Background: an optimization exercise with open tools, aiming at a short achievable clock period and few clock cycles. Do not read the settings as production practice.
Only simulation tests tie the RTL to the original design; equivalence was not proved.
Power is estimated from default activity; no workload was simulated.

## flow/design.v (module list and top-level ports; edited modules follow where they fit)
// module mul_csa: 1462 lines
// module pfx_add: 29 lines
// module cpu: 784 lines
module cpu(	input clock,
			input reset,
			output 	[31:0] PC_out,
			input  	[31:0] instr_in,
			output 	[31:0] data_addr,
			output ren,
			output wen,
			output 	[31:0] data_out,
			input 	[31:0] data_in,
			output 	[3:0]  byte_select,
			input memReady
			);
  // ...
==> flow/flow/run.sh <==
#!/bin/bash
# Own layout flow: the standard synthesis unchanged, then ORFS from floorplan to
# finish with a tighter setup repair target (the design's SDC is unchanged; only
# repair_timing's margin is raised) and buf_4 cells as the port buffers.
set -euo pipefail
bash standard.sh synth > synth_make.log 2>&1
bash standard.sh finish SETUP_SLACK_MARGIN=14.6 TNS_END_PERCENT=100 \
  "BUFFER_PORTS_ARGS=-buffer_cell sky130_fd_sc_hd__buf_4" > layout_make.log 2>&1
==> flow/standard.sh <==
#!/bin/bash
# synth_recipe.tcl (not shown) runs the flow's synth.tcl, then flattens the netlist and writes it again
# the make line also repeats each setting of config.mk as NAME=value (left out here)
make -C /OpenROAD-flow-scripts/flow DESIGN_CONFIG=/design/flow/config.mk WORK_HOME=/design/flow/orfs CLKGATE_MAP_FILE= SYNTH_SCRIPT=/design/flow/synth_recipe.tcl "${@:-finish}"
==> flow/config.mk <==
export PLATFORM = sky130hd
export DESIGN_NAME = cpu
export DESIGN_NICKNAME = cpu
export VERILOG_FILES = /design/flow/design.v
export SDC_FILE = /design/flow/constraint.sdc
export NUM_CORES = 8
export LEC_CHECK = 0
export ABC_CLOCK_PERIOD_IN_PS = 5000
export CAP_MARGIN = 20
export CORE_MARGIN = 2
export CORE_UTILIZATION = 30
export SLEW_MARGIN = 20
==> flow/constraint.sdc <==
create_clock -name core_clock -period 20.0 [get_ports {clock}]
set_input_delay 4.0000 -clock core_clock [delete_from_list [all_inputs] [get_ports {clock}]]
set_output_delay 4.0000 -clock core_clock [all_outputs]
set_load 0.01 [all_outputs]
==> results_dict.tcl, run 1 <==
set metrics [dict create \
    hold_start "o_w[28]" \
    largestPowerGroup "sequential cells" \
    synth_xor_xnor_area_share_pct 4.76 \
    start_util_pct 30.1 \
    setup_violations 0 \
    finalPower_mw 37.9 \
    row_count 363 \
    p_sw_share_pct 38.0 \
    outcome "finished clean" \
    largest_cell_class "sequential cells" \
    hold_slack_ps 391 \
    synth_top_family_by_area "multiplexers" \
    seq-power_mw 13.6 \
    ys_seq_area_share_pct 52.2 \
    final_cells 38200 \
    cts-resized-gates 1065 \
    comb_power_share_pct 34.4 \
    startpoint_type "primary input" \
    met3_usage_pct 10.0 \
    reg2reg_setup_slack_ps 14070 \
    grt_pass1_wl_um 1920000 \
    hp-class "reg2reg" \
    routed_wl_um 1440000 \
    htreeDepth 6 \
    buffers 1611 \
    grt.busiest_layer "met2" \
    io_buffers 168 \
    grt_pass1_vias 221000 \
    synth_compound_area_share_pct 11.7 \
    reg2reg_depth 25 \
    crit_chain "buf_12 -> ha_4 -> o21ai_2 -> o21a_1 -> nor3_4 -> a2111oi_4 -> or2_4 -> nand4b_1 -> or3_4 -> nand2_4 -> o21ai_2 -> xor2_1 -> nand2_1 -> o21a_1 -> mux2i_1 -> mux2i_1" \
    stdcell_area_mm2 0.343 \
    min_period_over_period_pct 30.1 \
    multi_input_area_share_pct 39.5 \
    use_met1_pct 35.4 \
    ys_warn_count 5 \
    whs_endpoint "ld_w[28]" \
    final_cell_mix "4732 x edfxtp_1, 2479 x nand2_1, 1975 x mux2_2" \
    final_common_cell "edfxtp_1" \
    dp.cells 36500 \
    tightest_slew_ps 1340 \
]
Testbench counts, summed over its fixed seeds: cycles 94,842.
==> run 2: changes to the inputs <==
--- a/flow/flow/run.sh
+++ b/flow/flow/run.sh
@@ -5,4 +5,4 @@
 set -euo pipefail
 bash standard.sh synth > synth_make.log 2>&1
-bash standard.sh finish SETUP_SLACK_MARGIN=14.6 TNS_END_PERCENT=100 \
+bash standard.sh finish SETUP_SLACK_MARGIN=14.8 TNS_END_PERCENT=100 \
   "BUFFER_PORTS_ARGS=-buffer_cell sky130_fd_sc_hd__buf_4" > layout_make.log 2>&1
--- a/flow/config.mk
+++ b/flow/config.mk
@@ -9,4 +9,4 @@
 export CAP_MARGIN = 20
 export CORE_MARGIN = 2
-export CORE_UTILIZATION = 30
+export CORE_UTILIZATION = 40
 export SLEW_MARGIN = 20
==> run 2 against run 1 <==
Compared with the run above: core utilization increased by 12 points; critical path depth unchanged; final cell count decreased by 8.1%; routed wire length decreased by 1.3%; sequential share of layout area increased by 0.25 points; cell area decreased by 0.56%; largest cell class unchanged; largest power group unchanged.
==> results_dict.tcl, run 2 <==
set metrics [dict create \
    outcome "finished clean" \
    yosys.area.top_type "edfxtp_1" \
    use_met1_pct 47.3 \
    synth.most_common_cell "edfxtp_1" \
    ir_worst_vdd_uv 117 \
    regMostFlops "dc_data" \
    reg2reg_depth 19 \
    crit_path_top_delay_cell "or3_4" \
    cts_tree "yes" \
    drc 0 \
    critPathMaxStageDelay_ps 430 \
    dieArea_mm2 0.740 \
    crit_path_start "instr_in[28]" \
    cp.arrival_ps 6850 \
    root_buffer "clkbuf_16" \
    synth_cells 24700 \
    final_common_cell "edfxtp_1" \
    clock-skew-final_ps 83.6 \
    worstPathMaxFanout 4 \
    drv_cap 0 \
    synth_compound_area_share_pct 11.7 \
    gp_congestion 1.02 \
    ys_warn_count 5 \
    finalMaxSlewViolations 0 \
    min_period_ps 5970 \
    p_per_area_mw_per_mm2 111 \
    netlist.area_leader.share_pct 48.4 \
    crit_required_ps 20870 \
    p_sw_mw 14.6 \
    synth_common_cells "4732 x edfxtp_1, 2735 x nand2_1, 1983 x mux2_2" \
    grt.overflow.total 0 \
    seqPwrFrac_pct 35.9 \
    drt_first_pass_iters 14 \
    synth_edf_count 4732 \
    row_count 314 \
    nNetsFinal 25600 \
    hp-class "reg2reg" \
    clkLatencyLatePin_ps 1180 \
    fin_util_pct 46.7 \
    largest_registers "dc_data (1024), rf (992), dc_tag (800)" \
    rsz0062_at_grt "yes" \
    die_x_um 860 \
    synth_area_leaders "edfxtp_1 48%, mux2_2 7.6%, mux4_2 4.2%, nand2_1 3.5%, fa_1 3.0%" \
    setup-tns-final_ps 0 \
    antenna_left 0 \
    synthArstFlopShare_pct 5.60 \
    met3_usage_pct 12.9 \
    ys_seq_area_share_pct 52.2 \
    worstReg2RegEnd "x_ms[31]" \
    path_depth 16 \
    area_growth_pct 16.3 \
    wl_per_cell_um 40.5 \
    maxSlewHeadroom_pct 9.01 \
    synth_top_family_by_area "multiplexers" \
    largest_reg_flops 1024 \
    synth_ff_type "edfxtp_1" \
    final_cell_mix "4732 x edfxtp_1, 2408 x nand2_1, 1973 x mux2_2" \
    vias 237000 \
    critPathTopFamily "simple AND/OR/NAND/NOR gates" \
    via_per_inst 6.75 \
    reg2reg_setup_slack_ps 14250 \
    cpMostUsedCell "a21oi_1" \
    ctsHoldBuffers 0 \
    rr_startpoint "x_a[3]" \
    synth_seq_cells 5213 \
    grt_start_max_net_pins 139 \
    p_leak_nw 123 \
    synth_xor_xnor_area_share_pct 4.76 \
    grt_util_all_layers_pct 36.8 \
    routed_wl_um 1420000 \
    cp-end-kind "register" \
    die_y_um 860 \
    htreeDepth 6 \
    clk_pin_slew_worst_paths_ps 60 \
    hold_violations 0 \
    tightest_slew_ps 1360 \
    endpoint "d_pnpc[27]" \
    drtIter0Drc 42400 \
    synth.cell_area_mm2 0.293 \
    max_freq_ghz 0.167 \
    dp.cells 33300 \
    start_util_pct 40.1 \
    p_sw_share_pct 38.6 \
    io-pin-count 169 \
    use_met2_pct 52.0 \
    crit_chain "buf_4 -> ha_1 -> nand3_2 -> nor3_4 -> a2111oi_4 -> or2_4 -> nand4b_1 -> or3_4 -> buf_6 -> nor2_1 -> a21oi_1 -> xnor2_1 -> nand2_1 -> nand2_2 -> mux2i_1 -> a21oi_1" \
    numCtsBuffers 588 \
    final_cells 35100 \
    startpoint_type "primary input" \
    p_clk_share_pct 28.9 \
    fill_cells 65300 \
    grt_pass1_wl_um 1890000 \
    setup_violations 0 \
    path_buf_inv 2 \
    core_mm2 0.731 \
    syn_nets 25600 \
    synthAdderAreaFrac_pct 4.71 \
    path_class "in2reg" \
    ys_types 114 \
    grt.busiest_layer "met2" \
    cts.sinks 5213 \
    synthMuxAreaShare_pct 13.2 \
    synth-simple-area-share_pct 9.60 \
    hpwlAfterDp_um 905000 \
    antenna_found_initial 156 \
    cts_max_path_buffers 4 \
    min_period_over_period_pct 29.9 \
    post_route_cells_drive_above_1_share_pct 25.9 \
    comb_power_share_pct 35.2 \
    intPower_mw 23.2 \
    io_buffers 168 \
    avgSynthCellArea_um2 11.9 \
    grt_pass1_vias 220000 \
]
## run 2: cell counts after synthesis
Identical to the previous run, type by type.
## run 2: repair_timing
item	in CTS	in global routing
endpoints found under the setup margin	5574	3356
cloned	46	17
pin swaps	241	216
buffers inserted	400	192
resized for setup	1315	584
## run 2: layout make-up
cell class	count	area, um^2	share of cell area (%)
clock buffer	763	15900	4.66
tap	9796	12300	3.59
inverter	708	2700	0.792
timing repair buffer	1661	17100	5.00
clock inverter	302	2910	0.853
multi-input combinational	16500	137000	40.1
sequential	5213	153000	44.9
timing repair inverter	2	22.5	0.00660
antenna	92	230	0.0675
## run 2: power by group through the flow
stage               registers (mW)  logic, mW  clock network, mW
global placement              13.9       11.4                  0
detailed placement            13.9       11.4                  0
floorplan                     13.3       6.66                  0
CTS                           13.6       12.4               10.9
finish                        13.6       13.3               10.9
global route                  13.6       13.5               11.3
## run 2: metrics by stage
step | hold slack [ps] | area (um^2) | power [mW] | setup WS, ps
floorplan | 346 | 294000 | 20.0 | 10390
global placement | 372 | 308000 | 25.3 | 12470
detailed placement | 376 | 308000 | 25.3 | 12430
CTS | 395 | 336000 | 36.9 | 14050
global route | 400 | 341000 | 38.5 | 13860
finish | 388 | 341000 | 37.9 | 14030
## run 2: cell families after synthesis
group,Yosys count
AND/OR/NAND/NOR,6068
AO/OA/AOI/OAI,5113
multiplexers,2920
XOR/XNOR,1586
flip-flops,5213
buffers and inverters,2950
adder cells (fa/ha/maj),837
## run 2: worst min-delay path by stage
stage,start,to,slack [ps],cells past startpoint
2_1_floorplan,o_rd[0],ld_rd[0],350,0
3_3_place_gp,o_w[12],ld_w[12],370,0
3_5_place_dp,o_w[20],ld_w[20],380,0
4_1_cts,o_w[20],ld_w[20],390,0
5_1_grt,o_w[29],ld_w[29],400,0
6_report,o_w[26],ld_w[26],390,0
## run 2: metal layers
metal	routed length (um)	part of all wire, %
met4	123000	8.7
met3	202000	14
met1	512000	36
met2	583000	41
met5	947	0.067
==> run 3: changes to the inputs <==
--- a/flow/config.mk
+++ b/flow/config.mk
@@ -9,4 +9,4 @@
 export CAP_MARGIN = 20
 export CORE_MARGIN = 2
-export CORE_UTILIZATION = 40
+export CORE_UTILIZATION = 50
 export SLEW_MARGIN = 20
==> run 3 against run 2 <==
Compared with the run above: global-route usage is 9.5 points higher; maximum frequency grew 0.68%; cell area decreased by 0.63%; die area fell by 20%; first-iteration DRC count rose by 6.2%; worst setup slack better by 40 ps; non-clock buffer count is 15 higher; clock skew up 47 ps; critical endpoint is now data_addr[1]; highest routed layer unchanged.
==> results_dict.tcl, run 3 <==
set metrics [dict create \
    outcome "finished clean" \
    ys_warn_count 5 \
    hold_violations 0 \
    regMostFlops "dc_data" \
    area_growth_pct 15.6 \
    min_period_over_period_pct 29.7 \
    synth_seq_cells 5213 \
    syn_nets 25600 \
    worstPathMaxFanout 2 \
    synthArstFlopShare_pct 5.60 \
    fill_cells 47900 \
    grt_pass1_vias 220000 \
    grt_start_max_net_pins 114 \
    crit_required_ps 16000 \
    netlist.area_leader.share_pct 48.4 \
    clk_pin_slew_worst_paths_ps 60 \
    cts_max_path_buffers 4 \
    synth_ff_type "edfxtp_1" \
    ctsHoldBuffers 0 \
    cp.arrival_ps 1930 \
    wl_met2_um 583000 \
    drv_cap 0 \
    setup_violations 0 \
    dieArea_mm2 0.593 \
    reg2reg_depth 19 \
    antenna_left 0 \
    final_common_cell "edfxtp_1" \
    core_mm2 0.585 \
    path_buf_inv 1 \
    crit_chain "buf_6" \
    ys_types 114 \
    io-pin-count 169 \
    start_util_pct 50.2 \
    hp-class "reg2reg" \
    final_cell_mix "4732 x edfxtp_1, 2452 x nand2_1, 1975 x mux2_2" \
    rsz0062_at_grt "yes" \
    synth_common_cells "4732 x edfxtp_1, 2735 x nand2_1, 1983 x mux2_2" \
    clkLatencyLatePin_ps 1210 \
    max_freq_ghz 0.169 \
    reg2reg_setup_slack_ps 14280 \
    grt_pass1_wl_um 1890000 \
    ys_seq_area_share_pct 52.2 \
    dr_wl_met3_um 205000 \
    path_depth 1 \
    drc 0 \
    wl_per_cell_um 43.1 \
    synth_area_leaders "edfxtp_1 48%, mux2_2 7.6%, mux4_2 4.2%, nand2_1 3.5%, fa_1 3.0%" \
    die_x_um 770 \
    setup-tns-final_ps 0 \
    via_per_inst 7.23 \
    nNetsFinal 25600 \
    cts_tree "yes" \
    grt_util_all_layers_pct 46.3 \
    die_y_um 770 \
    row_count 281 \
    grt.overflow.total 0 \
    root_buffer "clkbuf_16" \
    cp-end-kind "output port" \
    largest_reg_flops 1024 \
    crit_path_top_delay_cell "edfxtp_1" \
    largest_registers "dc_data (1024), rf (992), dc_tag (800)" \
    io_buffers 168 \
    startpoint_type "register" \
    hpwlAfterDp_um 898000 \
    maxSlewHeadroom_pct 4.06 \
    worst_hold_path.num_cells 0 \
    min_period_ps 5930 \
    synth.most_common_cell "edfxtp_1" \
    numCtsBuffers 588 \
    critPathTopFamily "flip-flops" \
    vias 239000 \
    routed_wl_um 1430000 \
    antenna_found_initial 154 \
    ir_worst_vdd_uv 123 \
    clock-skew-final_ps 131 \
    avgSynthCellArea_um2 11.9 \
    p_per_area_mw_per_mm2 112 \
    post_route_cells_drive_above_1_share_pct 25.7 \
    wl_met1_um 506000 \
    path_class "reg2out" \
    yosys.area.top_type "edfxtp_1" \
    drtIter0Drc 45000 \
    p_leak_nw 124 \
    critPathMaxStageDelay_ps 550 \
    finalMaxSlewViolations 0 \
    tightest_slew_ps 1430 \
    drt_first_pass_iters 13 \
    hold_slack_ps 377 \
    synth.cell_area_mm2 0.293 \
    synth_cells 24700 \
    synth_edf_count 4732 \
    cts.sinks 5213 \
    htreeDepth 6 \
    top_layer "met5" \
    gp_congestion 1.07 \
]
## run 3: cell counts after synthesis
Identical to the previous run, type by type.
## run 3: cell type report
class,count,area (um^2),share of cell area [%]
Sequential cell,5213,153000,45.2
Multi-Input combinational cell,16500,136000,40.3
Timing Repair Buffer,1676,17700,5.22
Clock buffer,756,16000,4.73
Tap cell,7782,9740,2.87
Clock inverter,300,2760,0.815
Inverter,708,2720,0.803
Antenna cell,115,288,0.0849
Timing Repair inverter,2,31.3,0.00922
## run 3: path summary, 6_finish.rpt
kind	start	to
hold / removal	o_w[2]	ld_w[2]
min in group asynchronous	reset	dc_bv[22][3]
max in group asynchronous	reset	pc_f1[18]
setup / recovery	q0_addr[1]	data_addr[1]
hold reg to reg	o_w[2]	ld_w[2]
setup reg to reg	x_a[1]	x_ms[31]
## run 3: through the flow
stage,util (%),total power [mW],setup slack [ps],cells,instance area [um^2]
floorplan,-,20.0,10390,24700,294000
global placement,52.1,25.2,12550,31200,305000
detailed placement,52.1,25.2,12520,31200,305000
CTS,57.0,36.7,14020,32700,334000
global route,57.9,38.4,13950,33000,339000
finish,58.0,37.8,14070,33100,339000
## run 3: timing repair
action                      CTS  global route
pin swaps                   214           276
setup endpoints to repair  5601          2584
cloned                       54            29
hold endpoints to repair      0             0
buffers inserted            407           203
gates resized for setup    1145           581
## run 3: logic make-up (layout without fill, tap and decap cells)
kind of cell    Yosys count  after routing  synth area share (%)
buf+inv                2950           3442                  3.84
simple gates           6068           6078                  9.60
compound gates         5113           5115                  11.7
flops                  5213           5213                  52.2
mux                    2920           2920                  13.2
xor+xnor               1586           1586                  4.76
other cells               0            115                     0
fa+ha+maj               837            837                  4.71
## run 3: routing by layer
metal,track usage [%],vias to the layer above
met3,17.1,5828
met1,59.3,120000
met2,65.0,21300
met5,0.471,-
li1,-,92500
met4,32.2,91
## run 3: power breakdown
group | switching, mW | leakage [nW] | internal (mW)
Clock | 4.79 | 9.18 | 6.10
Sequential | 0.956 | 49.5 | 12.8
Combinational | 8.83 | 64.8 | 4.42

re-timing with driven ports:
How much do the figures lean on ideal ports? The routed layouts below were timed once more, with nothing changed but the port constraints.
Step 1 (the two cells are an assumption about what drives the block):
set clk [get_ports {clock}]
set_driving_cell -lib_cell sky130_fd_sc_hd__clkbuf_16 $clk
set_driving_cell -lib_cell sky130_fd_sc_hd__buf_2 [delete_from_list [all_inputs] $clk]
Step 2 times the ports against the registers' clock, not the clock port: input delays grow and output delays shrink by t, the midpoint of the rising clock arrivals with the driver on.
Three values: ideal ports, drivers, drivers and shift; two values: the first two.
run | shift t [ns] | slack for setup (ns) | worst setup path at the end | latest minus earliest clock arrival (ns)
run 1 | 1.225 | 13.984 / 13.967 / 12.854 | input to register | 0.128 / 0.128
run 2 | 1.292 | 14.026 / 13.989 / 12.794 | input to register | 0.102 / 0.101
run 3 | 1.308 | 14.066 / 13.909 / 12.882 | input to register | 0.144 / 0.144
After both steps every run listed still meets setup and hold. The setup slack of run 2, which loses most, moves by -0.037 ns with the drivers and by -1.232 ns with both steps.
